From an optimization exercise on the open Yosys and OpenROAD flow, aimed at small area and a short achievable clock period; shortcuts taken in it are not production practice.
In this exercise RTL edits were held to simulation tests only and were not proved equivalent to the original.

==> run a <==
==> flow/design.v <==
`timescale 1ns / 1ps
module LEGv8_Processor(
    input        clk,
    input        rst,
    input [31:0] inst,
    input [63:0] RD_DM,
    output wire [63:0] PC,
    output wire [63:0] address_DM,
    output wire [63:0] WD_DM,
    output wire        MemRead_DM,
    output wire        MemWrite_DM
    );
    reg  [63:2] pc_q;
    reg         ex_take;
    reg  [63:0] ex_res;
    assign PC = {pc_q, 2'b00};
    always @(posedge clk)
        if (rst)
            pc_q <= 62'd0;
        else if (ex_take)
            pc_q <= ex_res[63:2];
        else
            pc_q <= pc_q + 62'd1;
    wire [10:0] op = inst[31:21];
    wire f_ld  = (op == 11'b11111000010);
    wire f_st  = (op == 11'b11111000000);
    wire f_cbz = (op[10:3] == 8'b10110100);
    wire f_b   = (op[10:5] == 6'b000101);
    wire f_r   = ~(f_ld | f_st | f_cbz | f_b);
    reg [25:0] if_inst;
    reg [4:0]  if_rr2;
    reg [63:2] if_pc;
    reg        if_valid;
    reg        if_ld, if_st, if_cbz, if_b, if_br, if_r, if_sub, if_logic, if_orr;
    always @(posedge clk) begin
        if_inst  <= inst[25:0];
        if_rr2   <= inst[28] ? inst[4:0] : inst[20:16];
        if_pc    <= pc_q;
        if_valid <= ~rst;
        if_ld    <= f_ld;
        if_st    <= f_st;
        if_cbz   <= f_cbz;
        if_b     <= f_b;
        if_br    <= f_cbz | f_b;
        if_r     <= f_r;
        if_sub   <= (op == 11'b11001011000);
        if_logic <= (op == 11'b10001010000) | (op == 11'b10101010000);
        if_orr   <= (op == 11'b10101010000);
    end
    wire d_mem = if_ld | if_st;
    reg [27:0] d_imm;
    always @(*)
        if (d_mem)
            d_imm = {{19{if_inst[20]}}, if_inst[20:12]};
        else if (if_cbz)
            d_imm = {{7{if_inst[23]}}, if_inst[23:5], 2'b00};
        else
            d_imm = {if_inst[25:0], 2'b00};
    reg [63:0] rf [0:31];
    reg [63:0] wb_data;
    reg [4:0]  wb_wr;
    reg        wb_rw;
    wire [63:0] rd1 = rf[if_inst[9:5]];
    wire [63:0] rd2 = rf[if_rr2];
    always @(posedge clk)
        if (rst)
            rf[31] <= 64'd0;
        else if (wb_rw)
            rf[wb_wr] <= wb_data;
    reg [63:0] id_a;
    reg [63:0] id_b;
    reg [27:0] id_imm;
    reg        id_useimm, id_sub, id_logic, id_orr;
    reg [4:0]  id_wr;
    reg        id_ld, id_st, id_cbz, id_b_br, id_rw;
    always @(posedge clk) begin
        id_a      <= if_br ? {if_pc, 2'b00} : rd1;
        id_b      <= rd2;
        id_imm    <= d_imm;
        id_useimm <= ~if_r;
        id_sub    <= if_sub;
        id_logic  <= if_logic;
        id_orr    <= if_orr;
        id_wr     <= if_inst[4:0];
        if (rst) begin
            id_ld   <= 1'b0;
            id_st   <= 1'b0;
            id_cbz  <= 1'b0;
            id_b_br <= 1'b0;
            id_rw   <= 1'b0;
        end else begin
            id_ld   <= if_valid & if_ld;
            id_st   <= if_valid & if_st;
            id_cbz  <= if_valid & if_cbz;
            id_b_br <= if_valid & if_b;
            id_rw   <= if_valid & (if_r | if_ld);
        end
    end
    wire [63:0] op2 = id_useimm ? {{36{id_imm[27]}}, id_imm} : id_b;
    wire [63:0] op2x = id_sub ? ~op2 : op2;
    wire [64:0] sum1 = {id_a, 1'b1} + {op2x, id_sub};
    wire [63:0] sum = sum1[64:1];
    wire [63:0] lgc = id_orr ? (id_a | id_b) : (id_a & id_b);
    wire [63:0] res = id_logic ? lgc : sum;
    wire        take = id_b_br | (id_cbz & ~|id_b);
    reg [63:0] ex_wd;
    reg [4:0]  ex_wr;
    reg        ex_ld, ex_st, ex_rw;
    always @(posedge clk) begin
        ex_res <= res;
        ex_wd  <= id_b;
        ex_wr  <= id_wr;
        if (rst) begin
            ex_ld   <= 1'b0;
            ex_st   <= 1'b0;
            ex_rw   <= 1'b0;
            ex_take <= 1'b0;
        end else begin
            ex_ld   <= id_ld;
            ex_st   <= id_st;
            ex_rw   <= id_rw;
            ex_take <= take;
        end
    end
    assign address_DM  = ex_res;
    assign WD_DM       = ex_wd;
    assign MemRead_DM  = ex_ld;
    assign MemWrite_DM = ex_st;
    always @(posedge clk) begin
        wb_data <= ex_ld ? RD_DM : ex_res;
        wb_wr   <= ex_wr;
        wb_rw   <= ~rst & ex_rw;
    end
endmodule
==> flow/run.sh <==
#!/bin/bash
# synth_recipe.tcl (not shown) runs the flow's synth.tcl, then flattens the netlist and writes it again
# the make line also repeats each setting of config.mk as NAME=value (left out here)
make -C /OpenROAD-flow-scripts/flow DESIGN_CONFIG=/design/flow/config.mk WORK_HOME=/design/flow/orfs CLKGATE_MAP_FILE= SYNTH_SCRIPT=/design/flow/synth_recipe.tcl finish
==> flow/config.mk <==
export PLATFORM = sky130hd
export DESIGN_NAME = LEGv8_Processor
export DESIGN_NICKNAME = LEGv8_Processor
export VERILOG_FILES = /design/flow/design.v
export SDC_FILE = /design/flow/constraint.sdc
export NUM_CORES = 4
export LEC_CHECK = 0
export CAP_MARGIN = 30
export CORE_MARGIN = 2
export CORE_UTILIZATION = 40
export SLEW_MARGIN = 40
==> flow/constraint.sdc <==
create_clock -name core_clock -period 7.3 [get_ports {clk}]
set_input_delay 1.4600 -clock core_clock [delete_from_list [all_inputs] [get_ports {clk}]]
set_output_delay 1.4600 -clock core_clock [all_outputs]
set_load 0.01 [all_outputs]
==> run b (differences from run a) <==
--- a/flow/design.v
+++ b/flow/design.v
@@ -28,13 +28,17 @@
     wire f_b   = (op[10:5] == 6'b000101);
     wire f_r   = ~(f_ld | f_st | f_cbz | f_b);
     reg [25:0] if_inst;
-    reg [4:0]  if_rr2;
+    reg [7:0]  if_s1, if_s2;
+    reg [3:0]  if_h1, if_h2;
     reg [63:2] if_pc;
     reg        if_valid;
     reg        if_ld, if_st, if_cbz, if_b, if_br, if_r, if_sub, if_logic, if_orr;
     always @(posedge clk) begin
         if_inst  <= inst[25:0];
-        if_rr2   <= inst[28] ? inst[4:0] : inst[20:16];
+        if_s1    <= (f_cbz | f_b) ? 8'd0 : (8'd1 << inst[7:5]);
+        if_h1    <= 4'd1 << inst[9:8];
+        if_s2    <= 8'd1 << (inst[28] ? inst[2:0] : inst[18:16]);
+        if_h2    <= 4'd1 << (inst[28] ? inst[4:3] : inst[20:19]);
         if_pc    <= pc_q;
         if_valid <= ~rst;
         if_ld    <= f_ld;
@@ -58,29 +62,49 @@
             d_imm = {if_inst[25:0], 2'b00};
     reg [63:0] rf [0:31];
     reg [63:0] wb_data;
-    reg [4:0]  wb_wr;
-    reg        wb_rw;
-    wire [63:0] rd1 = rf[if_inst[9:5]];
-    wire [63:0] rd2 = rf[if_rr2];
-    always @(posedge clk)
+    reg [31:0] wb_we;             
+    reg [63:0] q1 [0:3];
+    reg [63:0] q2 [0:3];
+    integer k, h;
+    always @(*)
+        for (h = 0; h < 4; h = h + 1) begin
+            q1[h] = 64'd0;
+            q2[h] = 64'd0;
+            for (k = 0; k < 8; k = k + 1) begin
+                q1[h] = q1[h] | ({64{if_s1[k]}} & rf[8*h + k]);
+                q2[h] = q2[h] | ({64{if_s2[k]}} & rf[8*h + k]);
+            end
+        end
+    wire [63:0] rd1 = ({64{if_h1[0]}} & q1[0]) | ({64{if_h1[1]}} & q1[1]) |
+                      ({64{if_h1[2]}} & q1[2]) | ({64{if_h1[3]}} & q1[3]) |
+                      (if_br ? {if_pc, 2'b00} : 64'd0);
+    wire [63:0] rd2 = ({64{if_h2[0]}} & q2[0]) | ({64{if_h2[1]}} & q2[1]) |
+                      ({64{if_h2[2]}} & q2[2]) | ({64{if_h2[3]}} & q2[3]);
+    integer w;
+    always @(posedge clk) begin
+        for (w = 0; w < 31; w = w + 1)
+            if (wb_we[w] & ~rst)
+                rf[w] <= wb_data;
         if (rst)
             rf[31] <= 64'd0;
-        else if (wb_rw)
-            rf[wb_wr] <= wb_data;
-    reg [63:0] id_a;
-    reg [63:0] id_b;
-    reg [27:0] id_imm;
-    reg        id_useimm, id_sub, id_logic, id_orr;
+        else if (wb_we[31])
+            rf[31] <= wb_data;
+    end
+    wire [63:0] opb = if_r ? (rd2 ^ {64{if_sub}}) : {{36{d_imm[27]}}, d_imm};
+    wire [63:0] p0  = rd1 ^ opb;
+    wire [63:0] g0  = rd1 & (opb & {64{~if_logic}});
+    wire [63:0] lg  = if_orr ? (rd1 | rd2) : (rd1 & rd2);
+    reg [63:0] id_p;
+    reg [63:1] id_g;
+    reg        id_g0;
+    reg [63:0] id_wd;
     reg [4:0]  id_wr;
     reg        id_ld, id_st, id_cbz, id_b_br, id_rw;
     always @(posedge clk) begin
-        id_a      <= if_br ? {if_pc, 2'b00} : rd1;
-        id_b      <= rd2;
-        id_imm    <= d_imm;
-        id_useimm <= ~if_r;
-        id_sub    <= if_sub;
-        id_logic  <= if_logic;
-        id_orr    <= if_orr;
+        id_p  <= if_logic ? lg : {p0[63:1], rd1[0] ^ (if_r ? rd2[0] : d_imm[0])};
+        id_g  <= g0[63:1];
+        id_g0 <= if_sub ? (rd1[0] | ~rd2[0]) : g0[0];
+        id_wd     <= rd2;
         id_wr     <= if_inst[4:0];
         if (rst) begin
             id_ld   <= 1'b0;
@@ -96,19 +120,30 @@
             id_rw   <= if_valid & (if_r | if_ld);
         end
     end
-    wire [63:0] op2 = id_useimm ? {{36{id_imm[27]}}, id_imm} : id_b;
-    wire [63:0] op2x = id_sub ? ~op2 : op2;
-    wire [64:0] sum1 = {id_a, 1'b1} + {op2x, id_sub};
-    wire [63:0] sum = sum1[64:1];
-    wire [63:0] lgc = id_orr ? (id_a | id_b) : (id_a & id_b);
-    wire [63:0] res = id_logic ? lgc : sum;
-    wire        take = id_b_br | (id_cbz & ~|id_b);
+    reg [63:0] kg [0:6];
+    reg [63:0] kp [0:6];
+    integer l, j;
+    always @(*) begin
+        kg[0] = {id_g, id_g0};
+        kp[0] = id_p;
+        for (l = 0; l < 6; l = l + 1)
+            for (j = 0; j < 64; j = j + 1)
+                if (j >= (1 << l)) begin
+                    kg[l+1][j] = kg[l][j] | (kp[l][j] & kg[l][j - (1 << l)]);
+                    kp[l+1][j] = kp[l][j] & kp[l][j - (1 << l)];
+                end else begin
+                    kg[l+1][j] = kg[l][j];
+                    kp[l+1][j] = kp[l][j];
+                end
+    end
+    wire [63:0] res  = id_p ^ {kg[6][62:0], 1'b0};
+    wire        take = id_b_br | (id_cbz & ~|id_wd);
     reg [63:0] ex_wd;
     reg [4:0]  ex_wr;
     reg        ex_ld, ex_st, ex_rw;
     always @(posedge clk) begin
         ex_res <= res;
-        ex_wd  <= id_b;
+        ex_wd  <= id_wd;
         ex_wr  <= id_wr;
         if (rst) begin
             ex_ld   <= 1'b0;
@@ -128,7 +163,6 @@
     assign MemWrite_DM = ex_st;
     always @(posedge clk) begin
         wb_data <= ex_ld ? RD_DM : ex_res;
-        wb_wr   <= ex_wr;
-        wb_rw   <= ~rst & ex_rw;
+        wb_we   <= (~rst & ex_rw) ? (32'd1 << ex_wr) : 32'd0;
     end
 endmodule
- CTS_CLUSTER_DIAMETER: unset -> 100
- CTS_CLUSTER_SIZE: unset -> 24
- SETUP_SLACK_MARGIN: unset -> 4.5
- TNS_END_PERCENT: unset -> 0
==> run c (differences from run a) <==
--- a/flow/design.v
+++ b/flow/design.v
@@ -28,13 +28,17 @@
     wire f_b   = (op[10:5] == 6'b000101);
     wire f_r   = ~(f_ld | f_st | f_cbz | f_b);
     reg [25:0] if_inst;
-    reg [4:0]  if_rr2;
+    reg [7:0]  if_s1, if_s2;
+    reg [3:0]  if_h1, if_h2;
     reg [63:2] if_pc;
     reg        if_valid;
     reg        if_ld, if_st, if_cbz, if_b, if_br, if_r, if_sub, if_logic, if_orr;
     always @(posedge clk) begin
         if_inst  <= inst[25:0];
-        if_rr2   <= inst[28] ? inst[4:0] : inst[20:16];
+        if_s1    <= (f_cbz | f_b) ? 8'd0 : (8'd1 << inst[7:5]);
+        if_h1    <= 4'd1 << inst[9:8];
+        if_s2    <= 8'd1 << (inst[28] ? inst[2:0] : inst[18:16]);
+        if_h2    <= 4'd1 << (inst[28] ? inst[4:3] : inst[20:19]);
         if_pc    <= pc_q;
         if_valid <= ~rst;
         if_ld    <= f_ld;
@@ -58,29 +62,49 @@
             d_imm = {if_inst[25:0], 2'b00};
     reg [63:0] rf [0:31];
     reg [63:0] wb_data;
-    reg [4:0]  wb_wr;
-    reg        wb_rw;
-    wire [63:0] rd1 = rf[if_inst[9:5]];
-    wire [63:0] rd2 = rf[if_rr2];
-    always @(posedge clk)
+    reg [31:0] wb_we;             
+    reg [63:0] q1 [0:3];
+    reg [63:0] q2 [0:3];
+    integer k, h;
+    always @(*)
+        for (h = 0; h < 4; h = h + 1) begin
+            q1[h] = 64'd0;
+            q2[h] = 64'd0;
+            for (k = 0; k < 8; k = k + 1) begin
+                q1[h] = q1[h] | ({64{if_s1[k]}} & rf[8*h + k]);
+                q2[h] = q2[h] | ({64{if_s2[k]}} & rf[8*h + k]);
+            end
+        end
+    wire [63:0] rd1 = ({64{if_h1[0]}} & q1[0]) | ({64{if_h1[1]}} & q1[1]) |
+                      ({64{if_h1[2]}} & q1[2]) | ({64{if_h1[3]}} & q1[3]) |
+                      (if_br ? {if_pc, 2'b00} : 64'd0);
+    wire [63:0] rd2 = ({64{if_h2[0]}} & q2[0]) | ({64{if_h2[1]}} & q2[1]) |
+                      ({64{if_h2[2]}} & q2[2]) | ({64{if_h2[3]}} & q2[3]);
+    integer w;
+    always @(posedge clk) begin
+        for (w = 0; w < 31; w = w + 1)
+            if (wb_we[w] & ~rst)
+                rf[w] <= wb_data;
         if (rst)
             rf[31] <= 64'd0;
-        else if (wb_rw)
-            rf[wb_wr] <= wb_data;
-    reg [63:0] id_a;
-    reg [63:0] id_b;
-    reg [27:0] id_imm;
-    reg        id_useimm, id_sub, id_logic, id_orr;
+        else if (wb_we[31])
+            rf[31] <= wb_data;
+    end
+    wire [63:0] opb = if_r ? (rd2 ^ {64{if_sub}}) : {{36{d_imm[27]}}, d_imm};
+    wire [63:0] p0  = rd1 ^ opb;
+    wire [63:0] g0  = rd1 & (opb & {64{~if_logic}});
+    wire [63:0] lg  = if_orr ? (rd1 | rd2) : (rd1 & rd2);
+    reg [63:0] id_p;
+    reg [63:1] id_g;
+    reg        id_g0;
+    reg [63:0] id_wd;
     reg [4:0]  id_wr;
     reg        id_ld, id_st, id_cbz, id_b_br, id_rw;
     always @(posedge clk) begin
-        id_a      <= if_br ? {if_pc, 2'b00} : rd1;
-        id_b      <= rd2;
-        id_imm    <= d_imm;
-        id_useimm <= ~if_r;
-        id_sub    <= if_sub;
-        id_logic  <= if_logic;
-        id_orr    <= if_orr;
+        id_p  <= if_logic ? lg : {p0[63:1], rd1[0] ^ (if_r ? rd2[0] : d_imm[0])};
+        id_g  <= g0[63:1];
+        id_g0 <= if_sub ? (rd1[0] | ~rd2[0]) : g0[0];
+        id_wd     <= rd2;
         id_wr     <= if_inst[4:0];
         if (rst) begin
             id_ld   <= 1'b0;
@@ -96,19 +120,30 @@
             id_rw   <= if_valid & (if_r | if_ld);
         end
     end
-    wire [63:0] op2 = id_useimm ? {{36{id_imm[27]}}, id_imm} : id_b;
-    wire [63:0] op2x = id_sub ? ~op2 : op2;
-    wire [64:0] sum1 = {id_a, 1'b1} + {op2x, id_sub};
-    wire [63:0] sum = sum1[64:1];
-    wire [63:0] lgc = id_orr ? (id_a | id_b) : (id_a & id_b);
-    wire [63:0] res = id_logic ? lgc : sum;
-    wire        take = id_b_br | (id_cbz & ~|id_b);
+    reg [63:0] kg [0:6];
+    reg [63:0] kp [0:6];
+    integer l, j;
+    always @(*) begin
+        kg[0] = {id_g, id_g0};
+        kp[0] = id_p;
+        for (l = 0; l < 6; l = l + 1)
+            for (j = 0; j < 64; j = j + 1)
+                if (j >= (1 << l)) begin
+                    kg[l+1][j] = kg[l][j] | (kp[l][j] & kg[l][j - (1 << l)]);
+                    kp[l+1][j] = kp[l][j] & kp[l][j - (1 << l)];
+                end else begin
+                    kg[l+1][j] = kg[l][j];
+                    kp[l+1][j] = kp[l][j];
+                end
+    end
+    wire [63:0] res  = id_p ^ {kg[6][62:0], 1'b0};
+    wire        take = id_b_br | (id_cbz & ~|id_wd);
     reg [63:0] ex_wd;
     reg [4:0]  ex_wr;
     reg        ex_ld, ex_st, ex_rw;
     always @(posedge clk) begin
         ex_res <= res;
-        ex_wd  <= id_b;
+        ex_wd  <= id_wd;
         ex_wr  <= id_wr;
         if (rst) begin
             ex_ld   <= 1'b0;
@@ -128,7 +163,6 @@
     assign MemWrite_DM = ex_st;
     always @(posedge clk) begin
         wb_data <= ex_ld ? RD_DM : ex_res;
-        wb_wr   <= ex_wr;
-        wb_rw   <= ~rst & ex_rw;
+        wb_we   <= (~rst & ex_rw) ? (32'd1 << ex_wr) : 32'd0;
     end
 endmodule
- CAP_MARGIN: 30 -> 20
- CORE_UTILIZATION: 40 -> 38
- CTS_CLUSTER_DIAMETER: unset -> 100
- CTS_CLUSTER_SIZE: unset -> 22
- SETUP_SLACK_MARGIN: unset -> 4.5
- SLEW_MARGIN: 40 -> 30
- TNS_END_PERCENT: unset -> 0
==> notes <==
The lowest first-iteration DRC count belongs to run a, the highest to run b. Critical path depth: run a > run b > run c. Cell count: run a is smaller than run b (12%). In run c the synthesized area is lower than in run a, by 6.3%. Setup slack, highest first: run b, run c, run a. Die area: run a is larger than run b (about 7%). Via count: run a < run c < run b. Between run c and run a, the lower final area is in run c (gap 7.3%, measured against run a). Synthesized cell count: run a is lower than run c (24%). In run b the utilization is lower than in run a, by 0.40 points.

separate check: timing with driven ports:
No port has a modelled driver above. Below, the same layouts with a new extraction and two added sets of constraints. Step 1 assumes that a clkbuf_16 drives the clock port and a buf_2 every other input. Step 2 also shifts input and output timing later by t, the mid clock arrival at the registers, as if the neighbouring blocks saw the same clock. Slacks: ideal / step 1 / step 2; pairs: ideal / step 1.
run	t (ns)	setup slack, ns	hold WS [ns]	clock arrival spread, ns	worst register clock-pin slew, ns
run a	0.946	2.400 / 2.400 / 2.400	0.320 / 0.320 / 0.320	0.063 / 0.063	0.07 / 0.07
run b	0.925	4.037 / 4.037 / 3.190	0.336 / 0.336 / 0.336	0.059 / 0.058	0.11 / 0.11
run c	0.945	3.749 / 3.749 / 3.067	0.345 / 0.345 / 0.345	0.054 / 0.053	0.10 / 0.10
After both steps setup and hold are still met in every run listed. The setup slack of run b, which loses most, moves by 0.000 ns with the drivers and by -0.847 ns with both steps.
